This design comes from an exercise in tuning for small area on the open sky130 flow, not from production work.
Only simulation tests tie the RTL to the original design; equivalence was not proved.
Power and IR drop assume default switching activity.

==> flow/design.v <==
`timescale 1ns / 1ps
module Top(
    input CLK,RST,BTNC,BTNU,BTNL,BTNR,BTND,
    input [15:0] SW,
    output [15:0] LED,
    output [7:0] SSEG_CA,
    output [7:0] SSEG_AN
    );
    reg [20:0] Counter;
    wire Tick  = Counter[1] & Counter[0];
    wire Flash = Counter[6];
    wire Slide = Counter[9];
    wire Slow  = Counter[10];
    wire [2:0] Point = Counter[4:2];
    reg [20:1] Rc;
    wire [3:0] R0 = {Rc[2],Rc[4],Rc[7],Rc[3]};
    wire [3:0] R1 = {Rc[6],Rc[7],Rc[19],Rc[1]};
    wire [3:0] R2 = {Rc[5],Rc[9],Rc[13],Rc[20]};
    wire [3:0] R3 = {Rc[8],Rc[11],Rc[16],Rc[12]};
    always @(posedge CLK) begin
        if (RST) begin
            Counter <= 21'd0;
        end else begin
            Counter <= Counter + 21'd1;
        end
    end
    always @(posedge CLK) begin
            if (BTNC)
                {Rc[20],Rc[19],Rc[16],Rc[13],Rc[12],Rc[11],Rc[9:1]} <=
                {Counter[20],Counter[19],Counter[16],Counter[13],Counter[12],Counter[11],Counter[9:1]};
    end
    localparam [3:0] S_IDLE = 4'd0,  S_ANIM = 4'd1,  S_ANS  = 4'd2,  S_GUESS = 4'd3,
                     S_BAD  = 4'd4,  S_GOOD = 4'd5,  S_SL1  = 4'd6,  S_SL0   = 4'd7,
                     S_NEXT = 4'd8,  S_WIN1 = 4'd9,  S_WIN2 = 4'd10, S_LOSE1 = 4'd11,
                     S_LOSE2 = 4'd12, S_STUCK = 4'd13;
    reg [3:0] State;
    reg [3:0] P0, P1, P2, P3;    
    reg LV;                      
    reg [4:0] P4, P5, P6, P7;
    reg [2:0] Off;
    reg [3:0] Value;
    reg [2:0] iG;       
    reg [1:0] iD;
    reg [4:0] Score;
    reg [2:0] Check_win;
    reg flag, you_lost;
    reg Lx, Ly, Lz;    
    reg [3:0] Vsw;
    integer k;
    always @(*) begin
        Vsw = Value;
        for (k = 0; k < 16; k = k + 1)
            if (SW[k]) Vsw = k[3:0];
    end
    reg [3:0] Rsel;
    always @(*) begin
        case (iD)
            2'd0: Rsel = R0;
            2'd1: Rsel = R1;
            2'd2: Rsel = R2;
            default: Rsel = R3;
        endcase
    end
    wire guess = BTND & Slow;
    wire [2:0] iG1 = iG + 3'd1;
    always @(posedge CLK) begin
        if (RST) begin
            State <= S_IDLE;
            Off <= 3'd4;     
            Value <= 4'd0;
            Score <= 5'b10001;
            Check_win <= 3'd0;
            flag <= 1'b0;
            {Lx,Ly,Lz} <= 3'b000;
        end else if (Tick) begin
            Off <= (State == S_ANIM) ? {~iG[2], iG[1:0]} : 3'd0;
            case (State)
            S_IDLE: begin
                you_lost <= 1'b0;
                {P0,P1,P2,P3} <= 16'd0; LV <= 1'b0;
                    {P4,P5,P6,P7} <= 20'd0;
                iG <= 3'd0;
                iD <= 2'd3;
                if (BTNC) State <= S_ANIM;
            end
            S_ANIM: begin
                P0 <= R0; P1 <= R1; P2 <= R2; P3 <= R3; LV <= 1'b1;
                {P4,P5,P6,P7} <= 20'd0;
                if (Flash == iG[0]) begin
                    iG <= iG1;
                    if (iG == 3'd7) State <= S_ANS;
                end
            end
            S_ANS: begin
                if (BTNR) begin
                    P0 <= R0; P1 <= R1; P2 <= R2; P3 <= R3; LV <= 1'b1;
                end else
                    begin {P0,P1,P2,P3} <= 16'd0; LV <= 1'b0; end
                {P4,P5,P6,P7} <= 20'd0;
                if (!Flash) begin
                    iG <= 3'd0;
                    iD <= 2'd3;
                    State <= S_GUESS;
                end
            end
            S_GUESS: begin
                flag <= 1'b1;
                if (guess) begin
                    Value <= Vsw;
                    if (Vsw != Rsel) begin
                        case (iG[1:0])
                            2'd0: P7 <= {1'b1,Vsw};
                            2'd1: P6 <= {1'b1,Vsw};
                            2'd2: P5 <= {1'b1,Vsw};
                            default: P4 <= {1'b1,Vsw};
                        endcase
                        {Lx,Ly,Lz} <= (Vsw > Rsel) ? 3'b001 : 3'b010;
                        State <= S_BAD;
                    end else begin
                        {Lx,Ly,Lz} <= 3'b111;
                        State <= S_GOOD;
                    end
                end
            end
            S_BAD: begin
                if (!Slow && !BTND) begin
                    iG <= iG1;
                    State <= (iG == 3'd3) ? S_LOSE1 : S_GUESS;
                end
            end
            S_GOOD: begin
                if (!Slide) State <= S_SL1;
            end
            S_SL1, S_SL0: begin
                if (Slide == (State == S_SL1)) begin
                    {Lx,Ly,Lz} <= 3'b000;
                    iG <= iG1;
                    State <= (iG1 == {1'b1,~iD}) ? S_NEXT : (State == S_SL1) ? S_SL0 : S_SL1;
                end
            end
            S_NEXT: begin
                if (!Slide) begin
                    {P4,P5,P6,P7} <= 20'd0;
                    case (iD)
                        2'd0: P0 <= Value;
                        2'd1: P1 <= Value;
                        2'd2: P2 <= Value;
                        default: P3 <= Value;
                    endcase
                    iD <= iD - 2'd1;
                    iG <= 3'd0;
                    if (iD == 2'd0) begin
                        LV <= 1'b1;
                        State <= S_WIN1;
                        Score <= Score + 5'd1;
                    end else
                        State <= S_GUESS;
                end
            end
            S_WIN1: begin
                if (flag) begin
                    Check_win <= Check_win + 3'd1;
                    flag <= 1'b0;
                end
                if (Slow) begin
                    {Lx,Ly,Lz} <= 3'b110;
                    P0 <= R0; P1 <= R1; P2 <= R2; P3 <= R3; LV <= 1'b1;
                    P6 <= Score;
                    P5 <= 5'b10000;
                    P4 <= 5'b10000;
                    if (Score == 5'b10110) begin
                        State <= S_IDLE;
                        Score <= 5'b10000;
                    end else
                        State <= BTNC ? S_ANIM : S_WIN2;
                end else if (BTNC)
                    State <= S_IDLE;
            end
            S_WIN2: begin
                if (!Slow) begin
                    {Lx,Ly,Lz} <= 3'b000;
                    {P0,P1,P2,P3} <= 16'd0; LV <= 1'b0;
                    {P4,P5,P6,P7} <= 20'd0;
                    State <= BTNC ? S_STUCK : S_WIN1;
                end else if (BTNC)
                    State <= S_IDLE;
            end
            S_LOSE1: begin
                if (flag) begin
                    if (Check_win == 3'd0)
                        you_lost <= 1'b1;
                    else begin
                        Check_win <= Check_win - 3'd1;
                        flag <= 1'b0;
                    end
                end
                if (Check_win <= 3'd5) Score <= {2'b10,Check_win};
                if (Slow) begin
                    State <= you_lost ? S_IDLE : S_LOSE2;
                    P7 <= 5'b11111;
                    P6 <= 5'b10000;
                    P5 <= 5'b10000;
                    P4 <= 5'b10000;
                    P0 <= R0; P1 <= R1; P2 <= R2; P3 <= R3; LV <= 1'b1;
                end else if (BTNC)
                    State <= S_IDLE;
            end
            S_LOSE2: begin
                if (!Slow) {P4,P5,P6,P7} <= 20'd0;
                if (BTNC) State <= S_IDLE;
                else if (!Slow) State <= S_LOSE1;
            end
            default: begin
                {Lx,Ly,Lz} <= 3'b100;
            end
            endcase
        end
    end
    wire L15 = Lz, L0 = Ly, Lhi = Lx & Lz, Lodd = Lx, Leven = Lx & Ly;
    assign LED = {L15, Lhi,Lhi,Lhi,Lhi,Lhi,Lhi,Lhi,
                  Lodd,Leven,Lodd,Leven,Lodd,Leven,Lodd, L0};
    wire [3:0] q = {1'b0,Point} + {Off[2],Off};
    reg [4:0] Cell;
    always @(*) begin
        case (q[2:0])
            3'd0: Cell = {LV, P0};
            3'd1: Cell = {LV | (iD == 2'd0), P1};
            3'd2: Cell = {LV | ~iD[1], P2};
            3'd3: Cell = {LV | (iD != 2'd3), P3};
            3'd4: Cell = P4;
            3'd5: Cell = P5;
            3'd6: Cell = P6;
            default: Cell = P7;
        endcase
        if (q[3]) Cell = 5'd0;
    end
    wire ovl = (State == S_GOOD || State == S_SL1 || State == S_SL0 || State == S_NEXT) && (Point == ~iG);
    wire [4:0] Disp = ovl ? {1'b1,Value} : Cell;
    assign SSEG_AN = Disp[4] ? ~(8'b00000001 << Point) : 8'hFF;
    reg [6:0] Seg;
    always @(*) begin
        case (Disp[3:0])
            4'h0: Seg = 7'b0111111;
            4'h1: Seg = 7'b0000110;
            4'h2: Seg = 7'b1011011;
            4'h3: Seg = 7'b1001111;
            4'h4: Seg = 7'b1100110;
            4'h5: Seg = 7'b1101101;
            4'h6: Seg = 7'b1111101;
            4'h7: Seg = 7'b0000111;
            4'h8: Seg = 7'b1111111;
            4'h9: Seg = 7'b1100111;
            4'hA: Seg = 7'b1110111;
            4'hB: Seg = 7'b1111100;
            4'hC: Seg = 7'b0111001;
            4'hD: Seg = 7'b1011110;
            4'hE: Seg = 7'b1111001;
            default: Seg = 7'b1110001;
        endcase
    end
    assign SSEG_CA = {1'b1, ~Seg};
endmodule
==> flow/config.mk <==
export PLATFORM = sky130hd
export DESIGN_NAME = Top
export DESIGN_NICKNAME = Top
export VERILOG_FILES = /design/flow/design.v
export SDC_FILE = /design/flow/constraint.sdc
export NUM_CORES = 4
export LEC_CHECK = 0
export CAP_MARGIN = 20
export CORE_MARGIN = 2
export CORE_UTILIZATION = 40
export SLEW_MARGIN = 20
==> flow/constraint.sdc <==
create_clock -name core_clock -period 10.0 [get_ports {CLK}]
set_input_delay 2.0000 -clock core_clock [delete_from_list [all_inputs] [get_ports {CLK}]]
set_output_delay 2.0000 -clock core_clock [all_outputs]
set_load 0.01 [all_outputs]
run.sh (not shown) runs the stock make flow with config.mk's settings and CLKGATE_MAP_FILE= SYNTH_SCRIPT=/design/flow/synth_recipe.tcl, a recipe that flattens the netlist after the stock synthesis.
The first run passed the timing, design-rule and antenna checks.
Edit:
--- a/flow/design.v
+++ b/flow/design.v
@@ -32,13 +32,11 @@
     localparam [3:0] S_IDLE = 4'd0,  S_ANIM = 4'd1,  S_ANS  = 4'd2,  S_GUESS = 4'd3,
                      S_BAD  = 4'd4,  S_GOOD = 4'd5,  S_SL1  = 4'd6,  S_SL0   = 4'd7,
                      S_NEXT = 4'd8,  S_WIN1 = 4'd9,  S_WIN2 = 4'd10, S_LOSE1 = 4'd11,
                      S_LOSE2 = 4'd12, S_STUCK = 4'd13;
     reg [3:0] State;
-    reg [3:0] P0, P1, P2, P3;    
-    reg LV;                      
-    reg [4:0] P4, P5, P6, P7;
+    reg [4:0] P0, P1, P2, P3, P4, P5, P6, P7;
     reg [2:0] Off;
     reg [3:0] Value;
     reg [2:0] iG;       
     reg [1:0] iD;
     reg [4:0] Score;
@@ -64,40 +62,40 @@
     wire guess = BTND & Slow;
     wire [2:0] iG1 = iG + 3'd1;
     always @(posedge CLK) begin
         if (RST) begin
             State <= S_IDLE;
-            Off <= 3'd4;     
+            P0 <= 5'd0;
+            Off <= 3'd0;
             Value <= 4'd0;
             Score <= 5'b10001;
             Check_win <= 3'd0;
             flag <= 1'b0;
             {Lx,Ly,Lz} <= 3'b000;
         end else if (Tick) begin
             Off <= (State == S_ANIM) ? {~iG[2], iG[1:0]} : 3'd0;
             case (State)
             S_IDLE: begin
                 you_lost <= 1'b0;
-                {P0,P1,P2,P3} <= 16'd0; LV <= 1'b0;
-                    {P4,P5,P6,P7} <= 20'd0;
+                {P0,P1,P2,P3,P4,P5,P6,P7} <= 40'd0;
                 iG <= 3'd0;
-                iD <= 2'd3;
+                iD <= 2'd0;
                 if (BTNC) State <= S_ANIM;
             end
             S_ANIM: begin
-                P0 <= R0; P1 <= R1; P2 <= R2; P3 <= R3; LV <= 1'b1;
+                P0 <= {1'b1,R0}; P1 <= {1'b1,R1}; P2 <= {1'b1,R2}; P3 <= {1'b1,R3};
                 {P4,P5,P6,P7} <= 20'd0;
                 if (Flash == iG[0]) begin
                     iG <= iG1;
                     if (iG == 3'd7) State <= S_ANS;
                 end
             end
             S_ANS: begin
                 if (BTNR) begin
-                    P0 <= R0; P1 <= R1; P2 <= R2; P3 <= R3; LV <= 1'b1;
+                    P0 <= {1'b1,R0}; P1 <= {1'b1,R1}; P2 <= {1'b1,R2}; P3 <= {1'b1,R3};
                 end else
-                    begin {P0,P1,P2,P3} <= 16'd0; LV <= 1'b0; end
+                    {P0,P1,P2,P3} <= 20'd0;
                 {P4,P5,P6,P7} <= 20'd0;
                 if (!Flash) begin
                     iG <= 3'd0;
                     iD <= 2'd3;
                     State <= S_GUESS;
@@ -140,19 +138,18 @@
             end
             S_NEXT: begin
                 if (!Slide) begin
                     {P4,P5,P6,P7} <= 20'd0;
                     case (iD)
-                        2'd0: P0 <= Value;
-                        2'd1: P1 <= Value;
-                        2'd2: P2 <= Value;
-                        default: P3 <= Value;
+                        2'd0: P0 <= {1'b1,Value};
+                        2'd1: P1 <= {1'b1,Value};
+                        2'd2: P2 <= {1'b1,Value};
+                        default: P3 <= {1'b1,Value};
                     endcase
                     iD <= iD - 2'd1;
                     iG <= 3'd0;
                     if (iD == 2'd0) begin
-                        LV <= 1'b1;
                         State <= S_WIN1;
                         Score <= Score + 5'd1;
                     end else
                         State <= S_GUESS;
                 end
@@ -162,11 +159,11 @@
                     Check_win <= Check_win + 3'd1;
                     flag <= 1'b0;
                 end
                 if (Slow) begin
                     {Lx,Ly,Lz} <= 3'b110;
-                    P0 <= R0; P1 <= R1; P2 <= R2; P3 <= R3; LV <= 1'b1;
+                    P0 <= {1'b1,R0}; P1 <= {1'b1,R1}; P2 <= {1'b1,R2}; P3 <= {1'b1,R3};
                     P6 <= Score;
                     P5 <= 5'b10000;
                     P4 <= 5'b10000;
                     if (Score == 5'b10110) begin
                         State <= S_IDLE;
@@ -177,12 +174,11 @@
                     State <= S_IDLE;
             end
             S_WIN2: begin
                 if (!Slow) begin
                     {Lx,Ly,Lz} <= 3'b000;
-                    {P0,P1,P2,P3} <= 16'd0; LV <= 1'b0;
-                    {P4,P5,P6,P7} <= 20'd0;
+                    {P0,P1,P2,P3,P4,P5,P6,P7} <= 40'd0;
                     State <= BTNC ? S_STUCK : S_WIN1;
                 end else if (BTNC)
                     State <= S_IDLE;
             end
             S_LOSE1: begin
@@ -199,11 +195,11 @@
                     State <= you_lost ? S_IDLE : S_LOSE2;
                     P7 <= 5'b11111;
                     P6 <= 5'b10000;
                     P5 <= 5'b10000;
                     P4 <= 5'b10000;
-                    P0 <= R0; P1 <= R1; P2 <= R2; P3 <= R3; LV <= 1'b1;
+                    P0 <= {1'b1,R0}; P1 <= {1'b1,R1}; P2 <= {1'b1,R2}; P3 <= {1'b1,R3};
                 end else if (BTNC)
                     State <= S_IDLE;
             end
             S_LOSE2: begin
                 if (!Slow) {P4,P5,P6,P7} <= 20'd0;
@@ -221,14 +217,14 @@
                   Lodd,Leven,Lodd,Leven,Lodd,Leven,Lodd, L0};
     wire [3:0] q = {1'b0,Point} + {Off[2],Off};
     reg [4:0] Cell;
     always @(*) begin
         case (q[2:0])
-            3'd0: Cell = {LV, P0};
-            3'd1: Cell = {LV | (iD == 2'd0), P1};
-            3'd2: Cell = {LV | ~iD[1], P2};
-            3'd3: Cell = {LV | (iD != 2'd3), P3};
+            3'd0: Cell = P0;
+            3'd1: Cell = P1;
+            3'd2: Cell = P2;
+            3'd3: Cell = P3;
             3'd4: Cell = P4;
             3'd5: Cell = P5;
             3'd6: Cell = P6;
             default: Cell = P7;
         endcase
=> Global-route usage stays flat; cell area barely changes; via count stays flat; worst setup slack gains 0.17 ns; sequential power climbs by a few percent; power goes down by a few percent; hold slack gets worse by 0.030 ns; sequential share of layout area goes up by 0.59 points; combinational power came out lower by roughly a tenth.

[re-timing with driven ports]
In the flow no input, the clock included, has a driving cell. The finished layouts below were timed again as built, in two steps.
Step 1: set_driving_cell puts a clkbuf_16 on CLK and a buf_2 on each other input, an assumption about the parent block.
Step 2 moves the port delays by t, midway between the first and last clock arrival at a register: inputs arrive t later, outputs are due t later. That takes back most of the time a late clock gives input paths.
a / b / c = ideal / step 1 / step 2; a / b = the first two.
run | t (ns) | setup WS [ns] | worst setup path at the end | clock arrival spread, ns | slew at the worst register clock pin (ns)
the first run | 0.399 | 2.935 / 2.896 / 3.295 | register to output | 0.011 / 0.011 | 0.08 / 0.08
the second run | 0.391 | 3.101 / 3.062 / 3.453 | register to output | 0.010 / 0.010 | 0.07 / 0.07
After both steps setup and hold are still met in every run listed.
